Source: an optimization exercise on an open RTL-to-GDS flow (aim: small area, a short achievable clock period and few clock cycles per item). Production flows keep margins and buffers that such runs may drop. Function was not checked in any run shown here: the RTL went through the layout flow alone. No activity file was given, so power comes from the tool's default toggle rates.

==> flow/design.v (outline; a module is shown in full before it is edited, if it fits) <==
// module booth_multiplier: 594 lines
// module booth_final_adder: 1044 lines
module booth_multiplier(clk, reset_n, multiplier, multiplicand, op_start, op_clear, result, op_done);
  // ...
==> flow/flow/run.sh <==
#!/bin/bash
# Standard layout, except that the port buffers are plain buffers (buf_2)
# instead of the delay buffers buffer_ports picks by default.
bash standard.sh "BUFFER_PORTS_ARGS=-buffer_cell sky130_fd_sc_hd__buf_2" finish > standard.log 2>&1
==> flow/standard.sh <==
#!/bin/bash
# synth_recipe.tcl (not shown) runs the flow's synth.tcl, then flattens the netlist and writes it again
# the make line also repeats each setting of config.mk as NAME=value (left out here)
make -C /OpenROAD-flow-scripts/flow DESIGN_CONFIG=/design/flow/config.mk WORK_HOME=/design/flow/orfs CLKGATE_MAP_FILE= SYNTH_SCRIPT=/design/flow/synth_recipe.tcl "${@:-finish}"
==> flow/config.mk <==
export PLATFORM = sky130hd
export DESIGN_NAME = booth_multiplier
export DESIGN_NICKNAME = booth_multiplier
export VERILOG_FILES = /design/flow/design.v
export SDC_FILE = /design/flow/constraint.sdc
export NUM_CORES = 4
export LEC_CHECK = 0
export CAP_MARGIN = 20
export CORE_MARGIN = 2
export CORE_UTILIZATION = 40
export SETUP_SLACK_MARGIN = 3.3
export SLEW_MARGIN = 20
export SYNTH_HIERARCHICAL = 1
==> flow/constraint.sdc <==
create_clock -name core_clock -period 6.0 [get_ports {clk}]
set_input_delay 1.2000 -clock core_clock [delete_from_list [all_inputs] [get_ports {clk}]]
set_output_delay 1.2000 -clock core_clock [all_outputs]
set_load 0.01 [all_outputs]
==> impl_metrics.yaml, run 1 <==
finish:
  reg_top3: "B x64, S x64, lo x64"
  final_cell_count_no_fill: 3121
  inv_count: 103
  sh_seq_area: 0.248
  buffers: 473
setup_path:
  r2r_end: "S[38]$_DFF_P_"
  worstPathCellList: "ha_4 > and4_2 > a221o_1 > a31o_1 > a21oi_4 > inv_4 > a41oi_4 > nor2b_2 > or3_4 > a31oi_1 > xnor2_1 > a22o_1"
  worst-path-stages: 12
  crit_path_end_kind: "flip-flop"
  critPathKind: "flip-flop to flip-flop"
  cp_top_family: "compound AO/OA/AOI/OAI gates"
  cp.required_ns: 6.46
global_route:
  grt_use_met2: 0.409
  grt_max_degree: 90
  grt.busiest_layer: "met2"
  antenna_found_initial: 2
  grt_pass1_wl_um: 109000
hold_path:
  hold_path.class: "input port to asynchronous set/reset pin"
synthesis:
  synth_cell_types: 69
  synth.most_common_cell: "xnor2_1"
  synth_compound_area_frac: 0.144
  synth_top_family_by_area: "adder cells"
  synth-adder-area-share: 0.271
  yosys_most_used_dff: "dfxtp_1"
  synth-simple-area-share: 0.0534
  synth-xor-area-share: 0.126
  synth_seq_cells: 301
  synth_common_cells: "xnor2_1, fa_1, dfxtp_1, o22ai_1, edfxtp_1"
clock_network:
  cts-resized-gates: 309
  cts_max_level: 2
  clk_latency_ns: 0.58
  clock_path_buffers: 3
power:
  power_uw: 14500
  pwr-share-seq: 0.228
  switching_share: 0.417
placed_design:
  dp_hpwl_um: 47300
  place_area_mm2: 0.0247
outcome:
  status: "finished clean"
sta:
  setup_ws_ns: 2.88
  slew_headroom: 0.363
  whs_ns: 0.405
detailed_routing:
  first_pass_iters: 6
  vias: 17300
  drtIter0Drc: 1304
==> run 2: changes to the inputs <==
--- a/flow/design.v
+++ b/flow/design.v
@@ -38,2 +38,4 @@
 	reg [3:0] f_one, f_two, f_neg;     
+	reg [3:0] g_nz, g_two, g_neg;      
+	reg [3:0] h_nz, h_two, h_neg;      
 	always @(posedge clk) begin
@@ -41,2 +43,4 @@
 		f_one <= ~n_one; f_two <= ~n_two; f_neg <= ~n_neg;
+		g_nz <= n_nz; g_two <= n_two; g_neg <= n_neg;
+		h_nz <= ~n_nz; h_two <= ~n_two; h_neg <= ~n_neg;
 	end
@@ -46,31 +50,43 @@
 	wire [64:0] pp0, px0;
-	assign px0[31:0] = {32{e_neg[0]}} ^ (({32{e_one[0]}} & bx[31:0]) | ({32{e_two[0]}} & bx2[31:0]));
-	assign px0[64:32] = {33{f_neg[0]}} ^ (({33{f_one[0]}} | ~bx[64:32]) & ({33{f_two[0]}} | ~bx2[64:32]));
+	assign px0[15:0] = {16{e_neg[0]}} ^ (({16{e_one[0]}} & bx[15:0]) | ({16{e_two[0]}} & bx2[15:0]));
+	assign px0[31:16] = {16{f_neg[0]}} ^ (({16{f_one[0]}} | ~bx[31:16]) & ({16{f_two[0]}} | ~bx2[31:16]));
+	assign px0[48:32] = {17{g_neg[0]}} ^ ({17{g_nz[0]}} & (g_two[0] ? bx2[48:32] : bx[48:32]));
+	assign px0[64:49] = ~{16{h_neg[0]}} ^ (~{16{h_nz[0]}} & (h_two[0] ? bx[64:49] : bx2[64:49]));
 	assign pp0 = {~px0[64], px0[63:0]};
 	wire [64:0] pp1, px1;
-	assign px1[31:0] = {32{e_neg[1]}} ^ (({32{e_one[1]}} & bx[31:0]) | ({32{e_two[1]}} & bx2[31:0]));
-	assign px1[64:32] = {33{f_neg[1]}} ^ (({33{f_one[1]}} | ~bx[64:32]) & ({33{f_two[1]}} | ~bx2[64:32]));
+	assign px1[15:0] = {16{e_neg[1]}} ^ (({16{e_one[1]}} & bx[15:0]) | ({16{e_two[1]}} & bx2[15:0]));
+	assign px1[31:16] = {16{f_neg[1]}} ^ (({16{f_one[1]}} | ~bx[31:16]) & ({16{f_two[1]}} | ~bx2[31:16]));
+	assign px1[48:32] = {17{g_neg[1]}} ^ ({17{g_nz[1]}} & (g_two[1] ? bx2[48:32] : bx[48:32]));
+	assign px1[64:49] = ~{16{h_neg[1]}} ^ (~{16{h_nz[1]}} & (h_two[1] ? bx[64:49] : bx2[64:49]));
 	assign pp1 = {~px1[64], px1[63:0]};
 	wire [64:0] pp2, px2;
-	assign px2[31:0] = {32{e_neg[2]}} ^ (({32{e_one[2]}} & bx[31:0]) | ({32{e_two[2]}} & bx2[31:0]));
-	assign px2[64:32] = {33{f_neg[2]}} ^ (({33{f_one[2]}} | ~bx[64:32]) & ({33{f_two[2]}} | ~bx2[64:32]));
+	assign px2[15:0] = {16{e_neg[2]}} ^ (({16{e_one[2]}} & bx[15:0]) | ({16{e_two[2]}} & bx2[15:0]));
+	assign px2[31:16] = {16{f_neg[2]}} ^ (({16{f_one[2]}} | ~bx[31:16]) & ({16{f_two[2]}} | ~bx2[31:16]));
+	assign px2[48:32] = {17{g_neg[2]}} ^ ({17{g_nz[2]}} & (g_two[2] ? bx2[48:32] : bx[48:32]));
+	assign px2[64:49] = ~{16{h_neg[2]}} ^ (~{16{h_nz[2]}} & (h_two[2] ? bx[64:49] : bx2[64:49]));
 	assign pp2 = {~px2[64], px2[63:0]};
 	wire [64:0] pp3, px3;
-	assign px3[31:0] = {32{e_neg[3]}} ^ (({32{e_one[3]}} & bx[31:0]) | ({32{e_two[3]}} & bx2[31:0]));
-	assign px3[64:32] = {33{f_neg[3]}} ^ (({33{f_one[3]}} | ~bx[64:32]) & ({33{f_two[3]}} | ~bx2[64:32]));
+	assign px3[15:0] = {16{e_neg[3]}} ^ (({16{e_one[3]}} & bx[15:0]) | ({16{e_two[3]}} & bx2[15:0]));
+	assign px3[31:16] = {16{f_neg[3]}} ^ (({16{f_one[3]}} | ~bx[31:16]) & ({16{f_two[3]}} | ~bx2[31:16]));
+	assign px3[48:32] = {17{g_neg[3]}} ^ ({17{g_nz[3]}} & (g_two[3] ? bx2[48:32] : bx[48:32]));
+	assign px3[64:49] = ~{16{h_neg[3]}} ^ (~{16{h_nz[3]}} & (h_two[3] ? bx[64:49] : bx2[64:49]));
 	assign pp3 = {~px3[64], px3[63:0]};
-	wire fs1 = S[0] ^ C[0] ^ negb[0];
-	wire fc1 = (S[0] & C[0]) | (S[0] & negb[0]) | (C[0] & negb[0]);
-	wire fs2 = S[1] ^ C[1] ^ fc1;
-	wire fc2 = (S[1] & C[1]) | (S[1] & fc1) | (C[1] & fc1);
-	wire fs3 = S[2] ^ C[2] ^ negb[1];
-	wire fc3 = (S[2] & C[2]) | (S[2] & negb[1]) | (C[2] & negb[1]);
+	reg first;
+	always @(posedge clk) first <= idle & op_start;
+	wire [63:0] Sx = first ? {1'b1, 63'b0} : S;
+	wire [62:0] Cx = first ? 63'b0 : C;
+	wire fs1 = Sx[0] ^ Cx[0] ^ negb[0];
+	wire fc1 = (Sx[0] & Cx[0]) | (Sx[0] & negb[0]) | (Cx[0] & negb[0]);
+	wire fs2 = Sx[1] ^ Cx[1] ^ fc1;
+	wire fc2 = (Sx[1] & Cx[1]) | (Sx[1] & fc1) | (Cx[1] & fc1);
+	wire fs3 = Sx[2] ^ Cx[2] ^ negb[1];
+	wire fc3 = (Sx[2] & Cx[2]) | (Sx[2] & negb[1]) | (Cx[2] & negb[1]);
 	wire fs4 = pp0[2] ^ pp1[0] ^ fs3;
 	wire fc4 = (pp0[2] & pp1[0]) | (pp0[2] & fs3) | (pp1[0] & fs3);
-	wire fs5 = S[3] ^ C[3] ^ fc3;
-	wire fc5 = (S[3] & C[3]) | (S[3] & fc3) | (C[3] & fc3);
+	wire fs5 = Sx[3] ^ Cx[3] ^ fc3;
+	wire fc5 = (Sx[3] & Cx[3]) | (Sx[3] & fc3) | (Cx[3] & fc3);
 	wire fs6 = pp0[3] ^ pp1[1] ^ fc4;
 	wire fc6 = (pp0[3] & pp1[1]) | (pp0[3] & fc4) | (pp1[1] & fc4);
-	wire fs7 = S[4] ^ C[4] ^ negb[2];
-	wire fc7 = (S[4] & C[4]) | (S[4] & negb[2]) | (C[4] & negb[2]);
+	wire fs7 = Sx[4] ^ Cx[4] ^ negb[2];
+	wire fc7 = (Sx[4] & Cx[4]) | (Sx[4] & negb[2]) | (Cx[4] & negb[2]);
 	wire fs8 = pp0[4] ^ pp1[2] ^ pp2[0];
@@ -79,4 +95,4 @@
 	wire fc9 = (fs7 & fc5) | (fs7 & fs8) | (fc5 & fs8);
-	wire fs10 = S[5] ^ C[5] ^ fc7;
-	wire fc10 = (S[5] & C[5]) | (S[5] & fc7) | (C[5] & fc7);
+	wire fs10 = Sx[5] ^ Cx[5] ^ fc7;
+	wire fc10 = (Sx[5] & Cx[5]) | (Sx[5] & fc7) | (Cx[5] & fc7);
 	wire fs11 = pp0[5] ^ pp1[3] ^ pp2[1];
@@ -85,4 +101,4 @@
 	wire fc12 = (fc8 & fs10) | (fc8 & fs11) | (fs10 & fs11);
-	wire fs13 = S[6] ^ C[6] ^ negb[3];
-	wire fc13 = (S[6] & C[6]) | (S[6] & negb[3]) | (C[6] & negb[3]);
+	wire fs13 = Sx[6] ^ Cx[6] ^ negb[3];
+	wire fc13 = (Sx[6] & Cx[6]) | (Sx[6] & negb[3]) | (Cx[6] & negb[3]);
 	wire fs14 = pp0[6] ^ pp1[4] ^ pp2[2];
@@ -93,4 +109,4 @@
 	wire fc16 = (fc11 & fs14) | (fc11 & fs15) | (fs14 & fs15);
-	wire fs17 = S[7] ^ C[7] ^ fc13;
-	wire fc17 = (S[7] & C[7]) | (S[7] & fc13) | (C[7] & fc13);
+	wire fs17 = Sx[7] ^ Cx[7] ^ fc13;
+	wire fc17 = (Sx[7] & Cx[7]) | (Sx[7] & fc13) | (Cx[7] & fc13);
 	wire fs18 = pp0[7] ^ pp1[5] ^ pp2[3];
@@ -101,4 +117,4 @@
 	wire fc20 = (fs18 & fc15) | (fs18 & fs19) | (fc15 & fs19);
-	wire fs21 = S[8] ^ C[8] ^ pp0[8];
-	wire fc21 = (S[8] & C[8]) | (S[8] & pp0[8]) | (C[8] & pp0[8]);
+	wire fs21 = Sx[8] ^ Cx[8] ^ pp0[8];
+	wire fc21 = (Sx[8] & Cx[8]) | (Sx[8] & pp0[8]) | (Cx[8] & pp0[8]);
 	wire fs22 = pp1[6] ^ pp2[4] ^ pp3[2];
@@ -109,4 +125,4 @@
 	wire fc24 = (fs22 & fc19) | (fs22 & fs23) | (fc19 & fs23);
-	wire fs25 = S[9] ^ C[9] ^ pp0[9];
-	wire fc25 = (S[9] & C[9]) | (S[9] & pp0[9]) | (C[9] & pp0[9]);
+	wire fs25 = Sx[9] ^ Cx[9] ^ pp0[9];
+	wire fc25 = (Sx[9] & Cx[9]) | (Sx[9] & pp0[9]) | (Cx[9] & pp0[9]);
 	wire fs26 = pp1[7] ^ pp2[5] ^ pp3[3];
@@ -117,4 +133,4 @@
 	wire fc28 = (fs26 & fc23) | (fs26 & fs27) | (fc23 & fs27);
-	wire fs29 = S[10] ^ C[10] ^ pp0[10];
-	wire fc29 = (S[10] & C[10]) | (S[10] & pp0[10]) | (C[10] & pp0[10]);
+	wire fs29 = Sx[10] ^ Cx[10] ^ pp0[10];
+	wire fc29 = (Sx[10] & Cx[10]) | (Sx[10] & pp0[10]) | (Cx[10] & pp0[10]);
 	wire fs30 = pp1[8] ^ pp2[6] ^ pp3[4];
@@ -125,4 +141,4 @@
 	wire fc32 = (fs30 & fc27) | (fs30 & fs31) | (fc27 & fs31);
-	wire fs33 = S[11] ^ C[11] ^ pp0[11];
-	wire fc33 = (S[11] & C[11]) | (S[11] & pp0[11]) | (C[11] & pp0[11]);
+	wire fs33 = Sx[11] ^ Cx[11] ^ pp0[11];
+	wire fc33 = (Sx[11] & Cx[11]) | (Sx[11] & pp0[11]) | (Cx[11] & pp0[11]);
 	wire fs34 = pp1[9] ^ pp2[7] ^ pp3[5];
@@ -133,4 +149,4 @@
 	wire fc36 = (fs34 & fc31) | (fs34 & fs35) | (fc31 & fs35);
-	wire fs37 = S[12] ^ C[12] ^ pp0[12];
-	wire fc37 = (S[12] & C[12]) | (S[12] & pp0[12]) | (C[12] & pp0[12]);
+	wire fs37 = Sx[12] ^ Cx[12] ^ pp0[12];
+	wire fc37 = (Sx[12] & Cx[12]) | (Sx[12] & pp0[12]) | (Cx[12] & pp0[12]);
 	wire fs38 = pp1[10] ^ pp2[8] ^ pp3[6];
@@ -141,4 +157,4 @@
 	wire fc40 = (fs38 & fc35) | (fs38 & fs39) | (fc35 & fs39);
-	wire fs41 = S[13] ^ C[13] ^ pp0[13];
-	wire fc41 = (S[13] & C[13]) | (S[13] & pp0[13]) | (C[13] & pp0[13]);
+	wire fs41 = Sx[13] ^ Cx[13] ^ pp0[13];
+	wire fc41 = (Sx[13] & Cx[13]) | (Sx[13] & pp0[13]) | (Cx[13] & pp0[13]);
 	wire fs42 = pp1[11] ^ pp2[9] ^ pp3[7];
@@ -149,4 +165,4 @@
 	wire fc44 = (fs42 & fc39) | (fs42 & fs43) | (fc39 & fs43);
-	wire fs45 = S[14] ^ C[14] ^ pp0[14];
-	wire fc45 = (S[14] & C[14]) | (S[14] & pp0[14]) | (C[14] & pp0[14]);
+	wire fs45 = Sx[14] ^ Cx[14] ^ pp0[14];
+	wire fc45 = (Sx[14] & Cx[14]) | (Sx[14] & pp0[14]) | (Cx[14] & pp0[14]);
 	wire fs46 = pp1[12] ^ pp2[10] ^ pp3[8];
@@ -157,4 +173,4 @@
 	wire fc48 = (fs46 & fc43) | (fs46 & fs47) | (fc43 & fs47);
-	wire fs49 = S[15] ^ C[15] ^ pp0[15];
-	wire fc49 = (S[15] & C[15]) | (S[15] & pp0[15]) | (C[15] & pp0[15]);
+	wire fs49 = Sx[15] ^ Cx[15] ^ pp0[15];
+	wire fc49 = (Sx[15] & Cx[15]) | (Sx[15] & pp0[15]) | (Cx[15] & pp0[15]);
 	wire fs50 = pp1[13] ^ pp2[11] ^ pp3[9];
@@ -165,4 +181,4 @@
 	wire fc52 = (fs50 & fc47) | (fs50 & fs51) | (fc47 & fs51);
-	wire fs53 = S[16] ^ C[16] ^ pp0[16];
-	wire fc53 = (S[16] & C[16]) | (S[16] & pp0[16]) | (C[16] & pp0[16]);
+	wire fs53 = Sx[16] ^ Cx[16] ^ pp0[16];
+	wire fc53 = (Sx[16] & Cx[16]) | (Sx[16] & pp0[16]) | (Cx[16] & pp0[16]);
 	wire fs54 = pp1[14] ^ pp2[12] ^ pp3[10];
@@ -173,4 +189,4 @@
 	wire fc56 = (fs54 & fc51) | (fs54 & fs55) | (fc51 & fs55);
-	wire fs57 = S[17] ^ C[17] ^ pp0[17];
-	wire fc57 = (S[17] & C[17]) | (S[17] & pp0[17]) | (C[17] & pp0[17]);
+	wire fs57 = Sx[17] ^ Cx[17] ^ pp0[17];
+	wire fc57 = (Sx[17] & Cx[17]) | (Sx[17] & pp0[17]) | (Cx[17] & pp0[17]);
 	wire fs58 = pp1[15] ^ pp2[13] ^ pp3[11];
@@ -181,4 +197,4 @@
 	wire fc60 = (fs58 & fc55) | (fs58 & fs59) | (fc55 & fs59);
-	wire fs61 = S[18] ^ C[18] ^ pp0[18];
-	wire fc61 = (S[18] & C[18]) | (S[18] & pp0[18]) | (C[18] & pp0[18]);
+	wire fs61 = Sx[18] ^ Cx[18] ^ pp0[18];
+	wire fc61 = (Sx[18] & Cx[18]) | (Sx[18] & pp0[18]) | (Cx[18] & pp0[18]);
 	wire fs62 = pp1[16] ^ pp2[14] ^ pp3[12];
@@ -189,4 +205,4 @@
 	wire fc64 = (fs62 & fc59) | (fs62 & fs63) | (fc59 & fs63);
-	wire fs65 = S[19] ^ C[19] ^ pp0[19];
-	wire fc65 = (S[19] & C[19]) | (S[19] & pp0[19]) | (C[19] & pp0[19]);
+	wire fs65 = Sx[19] ^ Cx[19] ^ pp0[19];
+	wire fc65 = (Sx[19] & Cx[19]) | (Sx[19] & pp0[19]) | (Cx[19] & pp0[19]);
 	wire fs66 = pp1[17] ^ pp2[15] ^ pp3[13];
@@ -197,4 +213,4 @@
 	wire fc68 = (fs66 & fc63) | (fs66 & fs67) | (fc63 & fs67);
-	wire fs69 = S[20] ^ C[20] ^ pp0[20];
-	wire fc69 = (S[20] & C[20]) | (S[20] & pp0[20]) | (C[20] & pp0[20]);
+	wire fs69 = Sx[20] ^ Cx[20] ^ pp0[20];
+	wire fc69 = (Sx[20] & Cx[20]) | (Sx[20] & pp0[20]) | (Cx[20] & pp0[20]);
 	wire fs70 = pp1[18] ^ pp2[16] ^ pp3[14];
@@ -205,4 +221,4 @@
 	wire fc72 = (fs70 & fc67) | (fs70 & fs71) | (fc67 & fs71);
-	wire fs73 = S[21] ^ C[21] ^ pp0[21];
-	wire fc73 = (S[21] & C[21]) | (S[21] & pp0[21]) | (C[21] & pp0[21]);
+	wire fs73 = Sx[21] ^ Cx[21] ^ pp0[21];
+	wire fc73 = (Sx[21] & Cx[21]) | (Sx[21] & pp0[21]) | (Cx[21] & pp0[21]);
 	wire fs74 = pp1[19] ^ pp2[17] ^ pp3[15];
@@ -213,4 +229,4 @@
 	wire fc76 = (fs74 & fc71) | (fs74 & fs75) | (fc71 & fs75);
-	wire fs77 = S[22] ^ C[22] ^ pp0[22];
-	wire fc77 = (S[22] & C[22]) | (S[22] & pp0[22]) | (C[22] & pp0[22]);
+	wire fs77 = Sx[22] ^ Cx[22] ^ pp0[22];
+	wire fc77 = (Sx[22] & Cx[22]) | (Sx[22] & pp0[22]) | (Cx[22] & pp0[22]);
 	wire fs78 = pp1[20] ^ pp2[18] ^ pp3[16];
@@ -221,4 +237,4 @@
 	wire fc80 = (fs78 & fc75) | (fs78 & fs79) | (fc75 & fs79);
-	wire fs81 = S[23] ^ C[23] ^ pp0[23];
-	wire fc81 = (S[23] & C[23]) | (S[23] & pp0[23]) | (C[23] & pp0[23]);
+	wire fs81 = Sx[23] ^ Cx[23] ^ pp0[23];
+	wire fc81 = (Sx[23] & Cx[23]) | (Sx[23] & pp0[23]) | (Cx[23] & pp0[23]);
 	wire fs82 = pp1[21] ^ pp2[19] ^ pp3[17];
@@ -229,4 +245,4 @@
 	wire fc84 = (fs82 & fc79) | (fs82 & fs83) | (fc79 & fs83);
-	wire fs85 = S[24] ^ C[24] ^ pp0[24];
-	wire fc85 = (S[24] & C[24]) | (S[24] & pp0[24]) | (C[24] & pp0[24]);
+	wire fs85 = Sx[24] ^ Cx[24] ^ pp0[24];
+	wire fc85 = (Sx[24] & Cx[24]) | (Sx[24] & pp0[24]) | (Cx[24] & pp0[24]);
 	wire fs86 = pp1[22] ^ pp2[20] ^ pp3[18];
@@ -237,4 +253,4 @@
 	wire fc88 = (fs86 & fc83) | (fs86 & fs87) | (fc83 & fs87);
-	wire fs89 = S[25] ^ C[25] ^ pp0[25];
-	wire fc89 = (S[25] & C[25]) | (S[25] & pp0[25]) | (C[25] & pp0[25]);
+	wire fs89 = Sx[25] ^ Cx[25] ^ pp0[25];
+	wire fc89 = (Sx[25] & Cx[25]) | (Sx[25] & pp0[25]) | (Cx[25] & pp0[25]);
 	wire fs90 = pp1[23] ^ pp2[21] ^ pp3[19];
@@ -245,4 +261,4 @@
 	wire fc92 = (fs90 & fc87) | (fs90 & fs91) | (fc87 & fs91);
-	wire fs93 = S[26] ^ C[26] ^ pp0[26];
-	wire fc93 = (S[26] & C[26]) | (S[26] & pp0[26]) | (C[26] & pp0[26]);
+	wire fs93 = Sx[26] ^ Cx[26] ^ pp0[26];
+	wire fc93 = (Sx[26] & Cx[26]) | (Sx[26] & pp0[26]) | (Cx[26] & pp0[26]);
 	wire fs94 = pp1[24] ^ pp2[22] ^ pp3[20];
@@ -253,4 +269,4 @@
 	wire fc96 = (fs94 & fc91) | (fs94 & fs95) | (fc91 & fs95);
-	wire fs97 = S[27] ^ C[27] ^ pp0[27];
-	wire fc97 = (S[27] & C[27]) | (S[27] & pp0[27]) | (C[27] & pp0[27]);
+	wire fs97 = Sx[27] ^ Cx[27] ^ pp0[27];
+	wire fc97 = (Sx[27] & Cx[27]) | (Sx[27] & pp0[27]) | (Cx[27] & pp0[27]);
 	wire fs98 = pp1[25] ^ pp2[23] ^ pp3[21];
@@ -261,4 +277,4 @@
 	wire fc100 = (fs98 & fc95) | (fs98 & fs99) | (fc95 & fs99);
-	wire fs101 = S[28] ^ C[28] ^ pp0[28];
-	wire fc101 = (S[28] & C[28]) | (S[28] & pp0[28]) | (C[28] & pp0[28]);
+	wire fs101 = Sx[28] ^ Cx[28] ^ pp0[28];
+	wire fc101 = (Sx[28] & Cx[28]) | (Sx[28] & pp0[28]) | (Cx[28] & pp0[28]);
 	wire fs102 = pp1[26] ^ pp2[24] ^ pp3[22];
@@ -269,4 +285,4 @@
 	wire fc104 = (fs102 & fc99) | (fs102 & fs103) | (fc99 & fs103);
-	wire fs105 = S[29] ^ C[29] ^ pp0[29];
-	wire fc105 = (S[29] & C[29]) | (S[29] & pp0[29]) | (C[29] & pp0[29]);
+	wire fs105 = Sx[29] ^ Cx[29] ^ pp0[29];
+	wire fc105 = (Sx[29] & Cx[29]) | (Sx[29] & pp0[29]) | (Cx[29] & pp0[29]);
 	wire fs106 = pp1[27] ^ pp2[25] ^ pp3[23];
@@ -277,4 +293,4 @@
 	wire fc108 = (fs106 & fc103) | (fs106 & fs107) | (fc103 & fs107);
-	wire fs109 = S[30] ^ C[30] ^ pp0[30];
-	wire fc109 = (S[30] & C[30]) | (S[30] & pp0[30]) | (C[30] & pp0[30]);
+	wire fs109 = Sx[30] ^ Cx[30] ^ pp0[30];
+	wire fc109 = (Sx[30] & Cx[30]) | (Sx[30] & pp0[30]) | (Cx[30] & pp0[30]);
 	wire fs110 = pp1[28] ^ pp2[26] ^ pp3[24];
@@ -285,4 +301,4 @@
 	wire fc112 = (fs110 & fc107) | (fs110 & fs111) | (fc107 & fs111);
-	wire fs113 = S[31] ^ C[31] ^ pp0[31];
-	wire fc113 = (S[31] & C[31]) | (S[31] & pp0[31]) | (C[31] & pp0[31]);
+	wire fs113 = Sx[31] ^ Cx[31] ^ pp0[31];
+	wire fc113 = (Sx[31] & Cx[31]) | (Sx[31] & pp0[31]) | (Cx[31] & pp0[31]);
 	wire fs114 = pp1[29] ^ pp2[27] ^ pp3[25];
@@ -293,4 +309,4 @@
 	wire fc116 = (fs114 & fc111) | (fs114 & fs115) | (fc111 & fs115);
-	wire fs117 = S[32] ^ C[32] ^ pp0[32];
-	wire fc117 = (S[32] & C[32]) | (S[32] & pp0[32]) | (C[32] & pp0[32]);
+	wire fs117 = Sx[32] ^ Cx[32] ^ pp0[32];
+	wire fc117 = (Sx[32] & Cx[32]) | (Sx[32] & pp0[32]) | (Cx[32] & pp0[32]);
 	wire fs118 = pp1[30] ^ pp2[28] ^ pp3[26];
@@ -301,4 +317,4 @@
 	wire fc120 = (fs118 & fc115) | (fs118 & fs119) | (fc115 & fs119);
-	wire fs121 = S[33] ^ C[33] ^ pp0[33];
-	wire fc121 = (S[33] & C[33]) | (S[33] & pp0[33]) | (C[33] & pp0[33]);
+	wire fs121 = Sx[33] ^ Cx[33] ^ pp0[33];
+	wire fc121 = (Sx[33] & Cx[33]) | (Sx[33] & pp0[33]) | (Cx[33] & pp0[33]);
 	wire fs122 = pp1[31] ^ pp2[29] ^ pp3[27];
@@ -309,4 +325,4 @@
 	wire fc124 = (fs122 & fc119) | (fs122 & fs123) | (fc119 & fs123);
-	wire fs125 = S[34] ^ C[34] ^ pp0[34];
-	wire fc125 = (S[34] & C[34]) | (S[34] & pp0[34]) | (C[34] & pp0[34]);
+	wire fs125 = Sx[34] ^ Cx[34] ^ pp0[34];
+	wire fc125 = (Sx[34] & Cx[34]) | (Sx[34] & pp0[34]) | (Cx[34] & pp0[34]);
 	wire fs126 = pp1[32] ^ pp2[30] ^ pp3[28];
@@ -317,4 +333,4 @@
 	wire fc128 = (fs126 & fc123) | (fs126 & fs127) | (fc123 & fs127);
-	wire fs129 = S[35] ^ C[35] ^ pp0[35];
-	wire fc129 = (S[35] & C[35]) | (S[35] & pp0[35]) | (C[35] & pp0[35]);
+	wire fs129 = Sx[35] ^ Cx[35] ^ pp0[35];
+	wire fc129 = (Sx[35] & Cx[35]) | (Sx[35] & pp0[35]) | (Cx[35] & pp0[35]);
 	wire fs130 = pp1[33] ^ pp2[31] ^ pp3[29];
@@ -325,4 +341,4 @@
 	wire fc132 = (fs130 & fc127) | (fs130 & fs131) | (fc127 & fs131);
-	wire fs133 = S[36] ^ C[36] ^ pp0[36];
-	wire fc133 = (S[36] & C[36]) | (S[36] & pp0[36]) | (C[36] & pp0[36]);
+	wire fs133 = Sx[36] ^ Cx[36] ^ pp0[36];
+	wire fc133 = (Sx[36] & Cx[36]) | (Sx[36] & pp0[36]) | (Cx[36] & pp0[36]);
 	wire fs134 = pp1[34] ^ pp2[32] ^ pp3[30];
@@ -333,4 +349,4 @@
 	wire fc136 = (fs134 & fc131) | (fs134 & fs135) | (fc131 & fs135);
-	wire fs137 = S[37] ^ C[37] ^ pp0[37];
-	wire fc137 = (S[37] & C[37]) | (S[37] & pp0[37]) | (C[37] & pp0[37]);
+	wire fs137 = Sx[37] ^ Cx[37] ^ pp0[37];
+	wire fc137 = (Sx[37] & Cx[37]) | (Sx[37] & pp0[37]) | (Cx[37] & pp0[37]);
 	wire fs138 = pp1[35] ^ pp2[33] ^ pp3[31];
@@ -341,4 +357,4 @@
 	wire fc140 = (fs138 & fc135) | (fs138 & fs139) | (fc135 & fs139);
-	wire fs141 = S[38] ^ C[38] ^ pp0[38];
-	wire fc141 = (S[38] & C[38]) | (S[38] & pp0[38]) | (C[38] & pp0[38]);
+	wire fs141 = Sx[38] ^ Cx[38] ^ pp0[38];
+	wire fc141 = (Sx[38] & Cx[38]) | (Sx[38] & pp0[38]) | (Cx[38] & pp0[38]);
 	wire fs142 = pp1[36] ^ pp2[34] ^ pp3[32];
@@ -349,4 +365,4 @@
 	wire fc144 = (fs142 & fc139) | (fs142 & fs143) | (fc139 & fs143);
-	wire fs145 = S[39] ^ C[39] ^ pp0[39];
-	wire fc145 = (S[39] & C[39]) | (S[39] & pp0[39]) | (C[39] & pp0[39]);
+	wire fs145 = Sx[39] ^ Cx[39] ^ pp0[39];
+	wire fc145 = (Sx[39] & Cx[39]) | (Sx[39] & pp0[39]) | (Cx[39] & pp0[39]);
 	wire fs146 = pp1[37] ^ pp2[35] ^ pp3[33];
@@ -357,4 +373,4 @@
 	wire fc148 = (fs146 & fc143) | (fs146 & fs147) | (fc143 & fs147);
-	wire fs149 = S[40] ^ C[40] ^ pp0[40];
-	wire fc149 = (S[40] & C[40]) | (S[40] & pp0[40]) | (C[40] & pp0[40]);
+	wire fs149 = Sx[40] ^ Cx[40] ^ pp0[40];
+	wire fc149 = (Sx[40] & Cx[40]) | (Sx[40] & pp0[40]) | (Cx[40] & pp0[40]);
 	wire fs150 = pp1[38] ^ pp2[36] ^ pp3[34];
@@ -365,4 +381,4 @@
 	wire fc152 = (fs150 & fc147) | (fs150 & fs151) | (fc147 & fs151);
-	wire fs153 = S[41] ^ C[41] ^ pp0[41];
-	wire fc153 = (S[41] & C[41]) | (S[41] & pp0[41]) | (C[41] & pp0[41]);
+	wire fs153 = Sx[41] ^ Cx[41] ^ pp0[41];
+	wire fc153 = (Sx[41] & Cx[41]) | (Sx[41] & pp0[41]) | (Cx[41] & pp0[41]);
 	wire fs154 = pp1[39] ^ pp2[37] ^ pp3[35];
@@ -373,4 +389,4 @@
 	wire fc156 = (fs154 & fc151) | (fs154 & fs155) | (fc151 & fs155);
-	wire fs157 = S[42] ^ C[42] ^ pp0[42];
-	wire fc157 = (S[42] & C[42]) | (S[42] & pp0[42]) | (C[42] & pp0[42]);
+	wire fs157 = Sx[42] ^ Cx[42] ^ pp0[42];
+	wire fc157 = (Sx[42] & Cx[42]) | (Sx[42] & pp0[42]) | (Cx[42] & pp0[42]);
 	wire fs158 = pp1[40] ^ pp2[38] ^ pp3[36];
@@ -381,4 +397,4 @@
 	wire fc160 = (fs158 & fc155) | (fs158 & fs159) | (fc155 & fs159);
-	wire fs161 = S[43] ^ C[43] ^ pp0[43];
-	wire fc161 = (S[43] & C[43]) | (S[43] & pp0[43]) | (C[43] & pp0[43]);
+	wire fs161 = Sx[43] ^ Cx[43] ^ pp0[43];
+	wire fc161 = (Sx[43] & Cx[43]) | (Sx[43] & pp0[43]) | (Cx[43] & pp0[43]);
 	wire fs162 = pp1[41] ^ pp2[39] ^ pp3[37];
@@ -389,4 +405,4 @@
 	wire fc164 = (fs162 & fc159) | (fs162 & fs163) | (fc159 & fs163);
-	wire fs165 = S[44] ^ C[44] ^ pp0[44];
-	wire fc165 = (S[44] & C[44]) | (S[44] & pp0[44]) | (C[44] & pp0[44]);
+	wire fs165 = Sx[44] ^ Cx[44] ^ pp0[44];
+	wire fc165 = (Sx[44] & Cx[44]) | (Sx[44] & pp0[44]) | (Cx[44] & pp0[44]);
 	wire fs166 = pp1[42] ^ pp2[40] ^ pp3[38];
@@ -397,4 +413,4 @@
 	wire fc168 = (fs166 & fc163) | (fs166 & fs167) | (fc163 & fs167);
-	wire fs169 = S[45] ^ C[45] ^ pp0[45];
-	wire fc169 = (S[45] & C[45]) | (S[45] & pp0[45]) | (C[45] & pp0[45]);
+	wire fs169 = Sx[45] ^ Cx[45] ^ pp0[45];
+	wire fc169 = (Sx[45] & Cx[45]) | (Sx[45] & pp0[45]) | (Cx[45] & pp0[45]);
 	wire fs170 = pp1[43] ^ pp2[41] ^ pp3[39];
@@ -405,4 +421,4 @@
 	wire fc172 = (fs170 & fc167) | (fs170 & fs171) | (fc167 & fs171);
-	wire fs173 = S[46] ^ C[46] ^ pp0[46];
-	wire fc173 = (S[46] & C[46]) | (S[46] & pp0[46]) | (C[46] & pp0[46]);
+	wire fs173 = Sx[46] ^ Cx[46] ^ pp0[46];
+	wire fc173 = (Sx[46] & Cx[46]) | (Sx[46] & pp0[46]) | (Cx[46] & pp0[46]);
 	wire fs174 = pp1[44] ^ pp2[42] ^ pp3[40];
@@ -413,4 +429,4 @@
 	wire fc176 = (fs174 & fc171) | (fs174 & fs175) | (fc171 & fs175);
-	wire fs177 = S[47] ^ C[47] ^ pp0[47];
-	wire fc177 = (S[47] & C[47]) | (S[47] & pp0[47]) | (C[47] & pp0[47]);
+	wire fs177 = Sx[47] ^ Cx[47] ^ pp0[47];
+	wire fc177 = (Sx[47] & Cx[47]) | (Sx[47] & pp0[47]) | (Cx[47] & pp0[47]);
 	wire fs178 = pp1[45] ^ pp2[43] ^ pp3[41];
@@ -421,4 +437,4 @@
 	wire fc180 = (fs178 & fc175) | (fs178 & fs179) | (fc175 & fs179);
-	wire fs181 = S[48] ^ C[48] ^ pp0[48];
-	wire fc181 = (S[48] & C[48]) | (S[48] & pp0[48]) | (C[48] & pp0[48]);
+	wire fs181 = Sx[48] ^ Cx[48] ^ pp0[48];
+	wire fc181 = (Sx[48] & Cx[48]) | (Sx[48] & pp0[48]) | (Cx[48] & pp0[48]);
 	wire fs182 = pp1[46] ^ pp2[44] ^ pp3[42];
@@ -429,4 +445,4 @@
 	wire fc184 = (fs182 & fc179) | (fs182 & fs183) | (fc179 & fs183);
-	wire fs185 = S[49] ^ C[49] ^ pp0[49];
-	wire fc185 = (S[49] & C[49]) | (S[49] & pp0[49]) | (C[49] & pp0[49]);
+	wire fs185 = Sx[49] ^ Cx[49] ^ pp0[49];
+	wire fc185 = (Sx[49] & Cx[49]) | (Sx[49] & pp0[49]) | (Cx[49] & pp0[49]);
 	wire fs186 = pp1[47] ^ pp2[45] ^ pp3[43];
@@ -437,4 +453,4 @@
 	wire fc188 = (fs186 & fc183) | (fs186 & fs187) | (fc183 & fs187);
-	wire fs189 = S[50] ^ C[50] ^ pp0[50];
-	wire fc189 = (S[50] & C[50]) | (S[50] & pp0[50]) | (C[50] & pp0[50]);
+	wire fs189 = Sx[50] ^ Cx[50] ^ pp0[50];
+	wire fc189 = (Sx[50] & Cx[50]) | (Sx[50] & pp0[50]) | (Cx[50] & pp0[50]);
 	wire fs190 = pp1[48] ^ pp2[46] ^ pp3[44];
@@ -445,4 +461,4 @@
 	wire fc192 = (fs190 & fc187) | (fs190 & fs191) | (fc187 & fs191);
-	wire fs193 = S[51] ^ C[51] ^ pp0[51];
-	wire fc193 = (S[51] & C[51]) | (S[51] & pp0[51]) | (C[51] & pp0[51]);
+	wire fs193 = Sx[51] ^ Cx[51] ^ pp0[51];
+	wire fc193 = (Sx[51] & Cx[51]) | (Sx[51] & pp0[51]) | (Cx[51] & pp0[51]);
 	wire fs194 = pp1[49] ^ pp2[47] ^ pp3[45];
@@ -453,4 +469,4 @@
 	wire fc196 = (fs194 & fc191) | (fs194 & fs195) | (fc191 & fs195);
-	wire fs197 = S[52] ^ C[52] ^ pp0[52];
-	wire fc197 = (S[52] & C[52]) | (S[52] & pp0[52]) | (C[52] & pp0[52]);
+	wire fs197 = Sx[52] ^ Cx[52] ^ pp0[52];
+	wire fc197 = (Sx[52] & Cx[52]) | (Sx[52] & pp0[52]) | (Cx[52] & pp0[52]);
 	wire fs198 = pp1[50] ^ pp2[48] ^ pp3[46];
@@ -461,4 +477,4 @@
 	wire fc200 = (fs198 & fc195) | (fs198 & fs199) | (fc195 & fs199);
-	wire fs201 = S[53] ^ C[53] ^ pp0[53];
-	wire fc201 = (S[53] & C[53]) | (S[53] & pp0[53]) | (C[53] & pp0[53]);
+	wire fs201 = Sx[53] ^ Cx[53] ^ pp0[53];
+	wire fc201 = (Sx[53] & Cx[53]) | (Sx[53] & pp0[53]) | (Cx[53] & pp0[53]);
 	wire fs202 = pp1[51] ^ pp2[49] ^ pp3[47];
@@ -469,4 +485,4 @@
 	wire fc204 = (fs202 & fc199) | (fs202 & fs203) | (fc199 & fs203);
-	wire fs205 = S[54] ^ C[54] ^ pp0[54];
-	wire fc205 = (S[54] & C[54]) | (S[54] & pp0[54]) | (C[54] & pp0[54]);
+	wire fs205 = Sx[54] ^ Cx[54] ^ pp0[54];
+	wire fc205 = (Sx[54] & Cx[54]) | (Sx[54] & pp0[54]) | (Cx[54] & pp0[54]);
 	wire fs206 = pp1[52] ^ pp2[50] ^ pp3[48];
@@ -477,4 +493,4 @@
 	wire fc208 = (fs206 & fc203) | (fs206 & fs207) | (fc203 & fs207);
-	wire fs209 = S[55] ^ C[55] ^ pp0[55];
-	wire fc209 = (S[55] & C[55]) | (S[55] & pp0[55]) | (C[55] & pp0[55]);
+	wire fs209 = Sx[55] ^ Cx[55] ^ pp0[55];
+	wire fc209 = (Sx[55] & Cx[55]) | (Sx[55] & pp0[55]) | (Cx[55] & pp0[55]);
 	wire fs210 = pp1[53] ^ pp2[51] ^ pp3[49];
@@ -485,4 +501,4 @@
 	wire fc212 = (fs210 & fc207) | (fs210 & fs211) | (fc207 & fs211);
-	wire fs213 = S[56] ^ C[56] ^ pp0[56];
-	wire fc213 = (S[56] & C[56]) | (S[56] & pp0[56]) | (C[56] & pp0[56]);
+	wire fs213 = Sx[56] ^ Cx[56] ^ pp0[56];
+	wire fc213 = (Sx[56] & Cx[56]) | (Sx[56] & pp0[56]) | (Cx[56] & pp0[56]);
 	wire fs214 = pp1[54] ^ pp2[52] ^ pp3[50];
@@ -493,4 +509,4 @@
 	wire fc216 = (fs214 & fc211) | (fs214 & fs215) | (fc211 & fs215);
-	wire fs217 = S[57] ^ C[57] ^ pp0[57];
-	wire fc217 = (S[57] & C[57]) | (S[57] & pp0[57]) | (C[57] & pp0[57]);
+	wire fs217 = Sx[57] ^ Cx[57] ^ pp0[57];
+	wire fc217 = (Sx[57] & Cx[57]) | (Sx[57] & pp0[57]) | (Cx[57] & pp0[57]);
 	wire fs218 = pp1[55] ^ pp2[53] ^ pp3[51];
@@ -501,4 +517,4 @@
 	wire fc220 = (fs218 & fc215) | (fs218 & fs219) | (fc215 & fs219);
-	wire fs221 = S[58] ^ C[58] ^ pp0[58];
-	wire fc221 = (S[58] & C[58]) | (S[58] & pp0[58]) | (C[58] & pp0[58]);
+	wire fs221 = Sx[58] ^ Cx[58] ^ pp0[58];
+	wire fc221 = (Sx[58] & Cx[58]) | (Sx[58] & pp0[58]) | (Cx[58] & pp0[58]);
 	wire fs222 = pp1[56] ^ pp2[54] ^ pp3[52];
@@ -509,4 +525,4 @@
 	wire fc224 = (fs222 & fc219) | (fs222 & fs223) | (fc219 & fs223);
-	wire fs225 = S[59] ^ C[59] ^ pp0[59];
-	wire fc225 = (S[59] & C[59]) | (S[59] & pp0[59]) | (C[59] & pp0[59]);
+	wire fs225 = Sx[59] ^ Cx[59] ^ pp0[59];
+	wire fc225 = (Sx[59] & Cx[59]) | (Sx[59] & pp0[59]) | (Cx[59] & pp0[59]);
 	wire fs226 = pp1[57] ^ pp2[55] ^ pp3[53];
@@ -517,4 +533,4 @@
 	wire fc228 = (fs226 & fc223) | (fs226 & fs227) | (fc223 & fs227);
-	wire fs229 = S[60] ^ C[60] ^ pp0[60];
-	wire fc229 = (S[60] & C[60]) | (S[60] & pp0[60]) | (C[60] & pp0[60]);
+	wire fs229 = Sx[60] ^ Cx[60] ^ pp0[60];
+	wire fc229 = (Sx[60] & Cx[60]) | (Sx[60] & pp0[60]) | (Cx[60] & pp0[60]);
 	wire fs230 = pp1[58] ^ pp2[56] ^ pp3[54];
@@ -525,4 +541,4 @@
 	wire fc232 = (fs230 & fc227) | (fs230 & fs231) | (fc227 & fs231);
-	wire fs233 = S[61] ^ C[61] ^ pp0[61];
-	wire fc233 = (S[61] & C[61]) | (S[61] & pp0[61]) | (C[61] & pp0[61]);
+	wire fs233 = Sx[61] ^ Cx[61] ^ pp0[61];
+	wire fc233 = (Sx[61] & Cx[61]) | (Sx[61] & pp0[61]) | (Cx[61] & pp0[61]);
 	wire fs234 = pp1[59] ^ pp2[57] ^ pp3[55];
@@ -533,4 +549,4 @@
 	wire fc236 = (fs234 & fc231) | (fs234 & fs235) | (fc231 & fs235);
-	wire fs237 = S[62] ^ C[62] ^ pp0[62];
-	wire fc237 = (S[62] & C[62]) | (S[62] & pp0[62]) | (C[62] & pp0[62]);
+	wire fs237 = Sx[62] ^ Cx[62] ^ pp0[62];
+	wire fc237 = (Sx[62] & Cx[62]) | (Sx[62] & pp0[62]) | (Cx[62] & pp0[62]);
 	wire fs238 = pp1[60] ^ pp2[58] ^ pp3[56];
@@ -541,4 +557,4 @@
 	wire fc240 = (fs238 & fc235) | (fs238 & fs239) | (fc235 & fs239);
-	wire fs241 = ~(S[63] ^ pp0[63]);
-	wire fc241 = S[63] | pp0[63];
+	wire fs241 = ~(Sx[63] ^ pp0[63]);
+	wire fc241 = Sx[63] | pp0[63];
 	wire fs242 = pp1[61] ^ pp2[59] ^ pp3[57];
@@ -577,26 +593,2 @@
 	wire [62:0] c_next = cp[70:8];
-	wire [71:0] asum;
-	wire acarry;
-	booth_final_adder u_add(.S(S), .C(C), .DS(DS), .DC(DC), .cf(cf), .asum(asum), .acarry(acarry));
-	wire [63:0] hi = asum[71:8];
-	wire first = busy & (cnt == 3'd0);
-	always @(posedge clk) begin
-		DS <= busy ? sp[7:0] : 8'b0;
-		DC <= busy ? cp[7:0] : 8'b0;
-		cf <= busy & ~first & acarry;
-		B <= idle ? multiplicand : B;
-		lo <= (busy | fin) ? {asum[7:0], lo[63:8]} : (done ? lo : multiplier);
-		S <= busy ? s_next : (idle ? {1'b1, 63'b0} : hi);
-		C <= busy ? c_next : 63'b0;
-	end
-	assign result = {S, lo};
-	assign op_done = done;
-endmodule
-module booth_final_adder(S, C, DS, DC, cf, asum, acarry);
-	input [63:0] S;
-	input [62:0] C;
-	input [7:0] DS, DC;
-	input cf;
-	output [71:0] asum;
-	output acarry;
 	wire [71:0] aa = {S, DS};
@@ -1635,4 +1627,16 @@
 	assign ap7[72] = ap6[72] & ap6[63];
-	assign asum = ap ^ ag7[71:0];
-	assign acarry = ag7[8];   
+	wire [71:0] asum = ap ^ ag7[71:0];
+	wire acarry = ag7[8];   
+	wire [63:0] hi = asum[71:8];
+	always @(posedge clk) begin
+		DS <= sp[7:0];
+		DC <= cp[7:0];
+		cf <= ~first & acarry;
+		B <= idle ? multiplicand : B;
+		lo <= (busy | fin) ? {asum[7:0], lo[63:8]} : (done ? lo : multiplier);
+		if (busy | fin) S <= busy ? s_next : hi;
+		C <= c_next;
+	end
+	assign result = {S, lo};
+	assign op_done = done;
 endmodule
==> flow/run.sh (new file) <==
#!/bin/bash
# synth_recipe.tcl (not shown) runs the flow's synth.tcl, then flattens the netlist and writes it again
# the make line also repeats each setting of config.mk as NAME=value (left out here)
make -C /OpenROAD-flow-scripts/flow DESIGN_CONFIG=/design/flow/config.mk WORK_HOME=/design/flow/orfs CLKGATE_MAP_FILE= SYNTH_SCRIPT=/design/flow/synth_recipe.tcl finish
--- a/flow/config.mk
+++ b/flow/config.mk
@@ -12,2 +12 @@
 export SLEW_MARGIN = 20
-export SYNTH_HIERARCHICAL = 1
removed: flow/flow/run.sh
removed: flow/standard.sh
==> run 2 against run 1 <==
Against the previous run: still clean on timing, DRC and antenna; sequential cell count is 9 higher; area after synthesis grew 9.5%; non-clock buffer count up 58; critical endpoint is now S[55]$_DFFE_PN_.
==> impl_metrics.yaml, run 2 <==
synthesis:
  avgSynthCellArea_um2: 10.3
  synth_cell_types: 67
  yosysTopAreaCellShare: 0.233
  yosys_warnings: 1
  synthArstFlopShare: 0.00968
  syn_area_mm2: 0.0248
  synth_seq_cells: 310
  synth.most_common_cell: "nand2_1"
  syn_nets: 2863
  synth_edf_count: 192
  syn_inst: 2397
  ys_seq_area_frac: 0.329
  synth_common_cells: "nand2_1, fa_1, edfxtp_1, inv_1, xnor2_1"
  synth_top_area_cell: "edfxtp_1"
  yosys_most_used_dff: "edfxtp_1"
  synth.area.top_cells: "edfxtp_1, fa_1, dfxtp_1, xnor2_1, xor2_1"
sta:
  min_period_ns: 3.41
  rsz0062_at_grt: "true"
  fmax_mhz: 293
  finClkSkew_ns: 0.0248
  slew_viol_final: 0
  finalSetupViolations: 0
  worstMarginPinSlew_ns: 1.04
  period_share: 0.568
  setup_tns_ns: 0
  whs_ns: 0.427
  slew_headroom: 0.309
  setup_ws_ns: 2.59
  finalHoldViolCount: 0
power:
  power_density_mw_per_mm2: 584
  pwr-share-seq: 0.208
  clkPwrFrac: 0.129
  combPwrFrac: 0.663
  p_sw_uw: 8500
  switching_share: 0.429
  internal_power_uw: 11300
  p_leak_uw: 0.0146
  ir_drop_mv: 0.318
clock_network:
  clk_pin_slew_ns: 0.06
  numCtsBuffers: 40
  clock_path_buffers: 3
  clock_sinks: 310
  cts_tree: "yes"
  ctsHoldBuffers: 0
  clk_latency_ns: 0.59
  cts_root_buf: "clkbuf_16"
  cts_max_level: 2
die:
  row_count: 91
  die_h_um: 253
  die_area_mm2: 0.0640
  die_w_um: 253
  initial_core_util: 0.403
  ios: 261
  design.core.area_mm2: 0.0615
setup_path:
  critical_path_peak_fanout: 3
  crit_path_start_kind: "flip-flop"
  critPathKind: "flip-flop to flip-flop"
  cp_common_cell: "o21ai_4"
  cp_top_family: "compound AO/OA/AOI/OAI gates"
  cp.required_ns: 6.32
  reg2reg_slack_ns: 2.59
  worstPathArrival_ns: 3.73
  path_buf_inv: 0
  slowest_stage: "a2111oi_4"
  worstPathCellList: "ha_4 > nand4_1 > a211oi_4 > o21ai_4 > a21oi_4 > o21ai_4 > a2111oi_4 > nor2_4 > nand2_2 > fa_2 > mux2_2"
  crit_path_end_kind: "flip-flop"
  crit_path_max_incr_delay_ns: 0.48
global_route:
  overflow: 0
  antenna_found_initial: 5
  grt_pass1_wl_um: 121000
  grt_max_degree: 76
  grt_pass1_vias: 20000
  grt_usage: 0.248
outcome:
  status: "finished clean"
placed_design:
  dp_hpwl_um: 53700
  dp_slack_ns: 1.95
  portBuffers: 260
  dp.cells: 3308
  place.gp.congestion: 0.907
detailed_routing:
  first_pass_iters: 5
  antenna_left: 0
  drtIter0Drc: 1395
  vias: 19500
  post_drt_wl_per_cell_um: 22.3
  drt-total-wl_um: 81200
  vias_per_cell: 5.36
  drc: 0
finish:
  final_cell_mix: "nand2_1, edfxtp_1, fa_1"
  final_common_cell: "nand2_1"
  reg_top3: "B x64, S x64, lo x64"
  nNetsFinal: 3277
  drive_gt1_frac: 0.280
  fillCellCount: 5223
  final_cell_count_no_fill: 3634
  area_delta_synth_final_pct: 36.8
hold_path:
  hold_path.class: "flip-flop to flip-flop"
run:
  drv_cap: 0
[run 2: cell count changes in the layout (fill, tap and decap cells not counted), sizes merged, moves of 112 or more]
cell	delta
nand2	+288
buf	-205
dlygate4sd2	+113
nor2b	+112
clkdlybuf4s50	+133
xnor2	-118
[run 2: cells by family after synthesis]
logic type                 synth area share
xor gates and xnor gates              0.110
muxes                                0.0605
buffers and inverters                0.0541
and+or+nand+nor                       0.117
adders and majority gates             0.246
DFF                                   0.329
AOI/OAI and AO/OA                    0.0846
[run 2: worst paths after layout]
check | startpoint | to | cells after the start
min reg2reg | cnt[0]$_SDFF_PN0_ | cnt[0]$_SDFF_PN0_ | 1
min | cnt[0]$_SDFF_PN0_ | cnt[0]$_SDFF_PN0_ | 1
max in group asynchronous | reset_n | busy$_DFF_PN0_ | 1
max | S[0]$_DFFE_PN_ | S[55]$_DFFE_PN_ | 11
max reg2reg | S[0]$_DFFE_PN_ | S[55]$_DFFE_PN_ | 11
min in group asynchronous | reset_n | fin$_DFF_PN0_ | 1
[run 2: through the flow]
step           instance area, um^2  total power [uW]   util
6_report                     33900             19800  0.551
5_1_grt                      33900             21500  0.551
4_1_cts                      32300             18900  0.526
3_5_place_dp                 28200             15000  0.459
3_3_place_gp                 28200             14800  0.459
2_1_floorplan                25300             11500      -
[run 2: layout make-up]
| cell class | count | area (um^2) | share of cell area |
|---|---|---|---|
| sequential | 310 | 8240 | 0.243 |
| inverter | 193 | 749 | 0.0221 |
| tap | 790 | 988 | 0.0292 |
| antenna | 1 | 2.50 | 0.0000738 |
| clock inverter | 21 | 259 | 0.00764 |
| timing repair buffer | 531 | 5410 | 0.160 |
| clock buffer | 53 | 1110 | 0.0329 |
| multi-input combinational | 1735 | 17100 | 0.506 |
[run 2: timing repair]
| action | in CTS | in global routing |
|---|---|---|
| cloned | 10 | 3 |
| endpoints found under the setup margin | 425 | 145 |
| pin swaps | 173 | 190 |
| buffers inserted | 172 | 66 |
| resized for setup | 464 | 240 |
[run 2: power by group through the flow]
stage	combinational [uW]	sequential, uW	clock [uW]
after floorplan	7700	3850	0
after global placement	10500	4300	0
after detailed placement	10700	4300	0
after CTS	12200	4080	2600
after global routing	14600	4180	2680
final	13100	4110	2560
[run 2: metal layers]
metal / vias up / wire (um) / global-route usage
met5: - / 21 / 0
met4: 4 / 2500 / 0.0720
met3: 163 / 4600 / 0.0392
met2: 669 / 40000 / 0.421
met1: 9888 / 34000 / 0.327
li1: 8748 / - / -
==> run 3: changes to the inputs <==
--- a/flow/config.mk
+++ b/flow/config.mk
@@ -10,3 +10,3 @@
 export CORE_UTILIZATION = 40
-export SETUP_SLACK_MARGIN = 3.3
+export SETUP_SLACK_MARGIN = 3.0
 export SLEW_MARGIN = 20
==> run 3 against run 2 <==
Against the previous run: still clean on timing, DRC and antenna; worst hold slack improved by 0.0094 ns; combinational power is essentially flat; non-clock buffer count shrank 131; total power decreased by 0.29%; highest routed layer is now met4.
==> impl_metrics.yaml, run 3 <==
clock_network:
  cts_root_buf: "clkbuf_16"
  clk_latency_ns: 0.60
  cts_tree: "yes"
  clk_pin_slew_ns: 0.06
  clock_path_buffers: 3
  cts_max_level: 2
  numCtsBuffers: 40
  clock_sinks: 310
global_route:
  grt_max_degree: 90
  grt_pass1_vias: 19500
  grt_pass1_wl_um: 118000
  grt_usage: 0.242
  antenna_found_initial: 2
  overflow: 0
synthesis:
  synth_edf_count: 192
  synth_top_area_cell: "edfxtp_1"
  yosys_warnings: 1
  syn_area_mm2: 0.0248
  yosys_most_used_dff: "edfxtp_1"
  avgSynthCellArea_um2: 10.3
  syn_inst: 2397
  synthArstFlopShare: 0.00968
  syn_nets: 2863
  synth.most_common_cell: "nand2_1"
  ys_seq_area_frac: 0.329
  synth_common_cells: "nand2_1, fa_1, edfxtp_1, inv_1, xnor2_1"
  synth.area.top_cells: "edfxtp_1, fa_1, dfxtp_1, xnor2_1, xor2_1"
  synth_seq_cells: 310
  synth_cell_types: 67
  yosysTopAreaCellShare: 0.233
detailed_routing:
  vias_per_cell: 5.31
  drc: 0
  antenna_left: 0
  drt-total-wl_um: 77900
  drtIter0Drc: 1376
  post_drt_wl_per_cell_um: 22.2
  first_pass_iters: 5
  vias: 18600
power:
  power_density_mw_per_mm2: 617
  p_leak_uw: 0.0134
  ir_drop_mv: 0.358
hold_path:
  hold_path.class: "flip-flop to flip-flop"
  hold_end: "cnt[0]$_SDFF_PN0_"
  min-delay-start: "cnt[0]$_SDFF_PN0_"
  min_path_cells: 1
finish:
  regArea_mm2: 0.00822
  nNetsFinal: 3146
  reg_top3: "B x64, S x64, lo x64"
  multi_input_area_mm2: 0.0165
  area_delta_synth_final_pct: 29.1
  final_common_cell: "nand2_1"
  drive_gt1_frac: 0.185
  fillCellCount: 5360
  final_cell_mix: "nand2_1, clkdlybuf4s50_1, fa_1"
setup_path:
  critPathKind: "flip-flop to flip-flop"
  cp.required_ns: 6.33
  rr_worst_depth: 11
  worstPathArrival_ns: 3.71
  crit_path_start_kind: "flip-flop"
  r2r_end: "S[55]$_DFFE_PN_"
  reg2reg_slack_ns: 2.62
  crit_path_end_kind: "flip-flop"
  critical_path_peak_fanout: 4
  rr_startpoint: "S[17]$_DFFE_PN_"
sta:
  finClkSkew_ns: 0.0476
  period_share: 0.563
  rsz0062_at_grt: "true"
  finalHoldViolCount: 0
  fmax_mhz: 296
  whs_ns: 0.437
  min_period_ns: 3.38
  setup_tns_ns: 0
  worstMarginPinSlew_ns: 1.15
  finalSetupViolations: 0
  slew_viol_final: 0
  slew_headroom: 0.232
die:
  ios: 261
  row_count: 91
  design.core.area_mm2: 0.0615
  die_area_mm2: 0.0640
  die_w_um: 253
  die_h_um: 253
  initial_core_util: 0.403
placed_design:
  dp_hpwl_um: 55700
  portBuffers: 260
  place.gp.congestion: 0.912
run:
  drv_cap: 0
outcome:
  status: "finished clean"
## run 3: cell counts after synthesis
Identical to the previous run, type by type.
## run 3: worst max-delay path by stage
stage	depth (start not counted)	endpoint	slack, ns	startpoint
6_report	11	S[55]$_DFFE_PN_	2.62	S[17]$_DFFE_PN_
5_1_grt	11	S[55]$_DFFE_PN_	2.46	S[17]$_DFFE_PN_
4_1_cts	11	S[55]$_DFFE_PN_	2.58	S[14]$_DFFE_PN_
3_5_place_dp	13	S[54]$_DFFE_PN_	2.15	DS[0]$_DFF_P_
3_3_place_gp	9	S[54]$_DFFE_PN_	1.93	f_two[0]$_DFF_P_
2_1_floorplan	12	S[54]$_DFFE_PN_	2.88	S[12]$_DFFE_PN_
## run 3: report_power, final
group | total [uW] | switching (uW) | internal [uW]
Clock | 2720 | 1090 | 1630
Sequential | 4200 | 849 | 3350
Combinational | 12800 | 6540 | 6270
## run 3: area by class of cell
type / instances / area share
Antenna cell: 1 / 0.0000782
Clock buffer: 48 / 0.0352
Clock inverter: 26 / 0.0117
Inverter: 193 / 0.0230
Multi-Input combinational cell: 1735 / 0.516
Sequential cell: 310 / 0.257
Tap cell: 790 / 0.0309
Timing Repair Buffer: 400 / 0.126
## run 3: logic make-up after synthesis
kind of cell	after synthesis	share of synthesized area
AO/OA/AOI/OAI	315	0.0846
XOR/XNOR	310	0.110
adder cells (fa/ha/maj)	334	0.246
buffers and inverters	352	0.0541
flip-flops	310	0.329
multiplexers	141	0.0605
AND/OR/NAND/NOR	635	0.117
## run 3: layer usage
metal,GRT usage,share of wire
met5,0,0
met2,0.427,0.51
met3,0.0330,0.054
met1,0.312,0.41
met4,0.0602,0.025
## run 3: per-stage QoR
stage | utilization | area, um^2 | total power [uW] | instances | worst slack [ns]
after floorplan | - | 24900 | 11400 | 2397 | 2.88
after global placement | 0.456 | 28000 | 14800 | 3311 | 1.93
after detailed placement | 0.456 | 28000 | 15000 | 3311 | 2.15
after CTS | 0.505 | 31100 | 19000 | 3467 | 2.58
after global routing | 0.520 | 32000 | 21400 | 3503 | 2.46
final | 0.520 | 32000 | 19700 | 3503 | 2.62
## run 3: timing repair
item / 4_1_cts / 5_1_grt
endpoints found under the setup margin: 134 / 66
hold buffers: 0 / 0
gates resized for setup: 205 / 136
pin swaps: 117 / 115
buffers inserted: 81 / 34
endpoints found under the hold margin: 0 / 0
cloned: 1 / 1
## run 3: critical path, stage by stage (launching register included)
cell	delay [ns]
edfxtp_1	0.44
ha_4	0.32
nand2_1	0.07
o21ai_2	0.19
o21ba_1	0.18
o21a_1	0.20
or3_4	0.46
a2111oi_4	0.44
nor2_2	0.06
nand2_2	0.09
fa_2	0.42
mux2_2	0.27

-- static timing again, ports no longer ideal --
Ports are ideal in the flow. The routed layouts listed here were re-timed in OpenROAD.
Step 1 (the two cells are an assumption about what drives the block):
set clk [get_ports {clk}]
set_driving_cell -lib_cell sky130_fd_sc_hd__clkbuf_16 $clk
set_driving_cell -lib_cell sky130_fd_sc_hd__buf_2 [delete_from_list [all_inputs] $clk]
Step 2 adds t to the input delays and takes it off the output delays; t is the mean of the earliest and latest rising clock arrival at the registers after step 1. Input paths then give back, and output paths get back, about the clock's delay inside the block.
a / b / c = ideal / step 1 / step 2; a / b = the first two.
run | t, ns | setup WS [ns] | worst setup path after step 2 | clock arrival spread, ns | worst data-port slew with drivers (ns)
run 1 | 0.626 | 2.877 / 2.877 / 2.877 | register to register | 0.025 / 0.024 | 0.09
run 2 | 0.633 | 2.592 / 2.592 / 2.592 | register to register | 0.025 / 0.025 | 0.08
run 3 | 0.639 | 2.622 / 2.622 / 2.622 | register to register | 0.049 / 0.048 | 0.09
After both steps setup and hold are still met in every run listed.
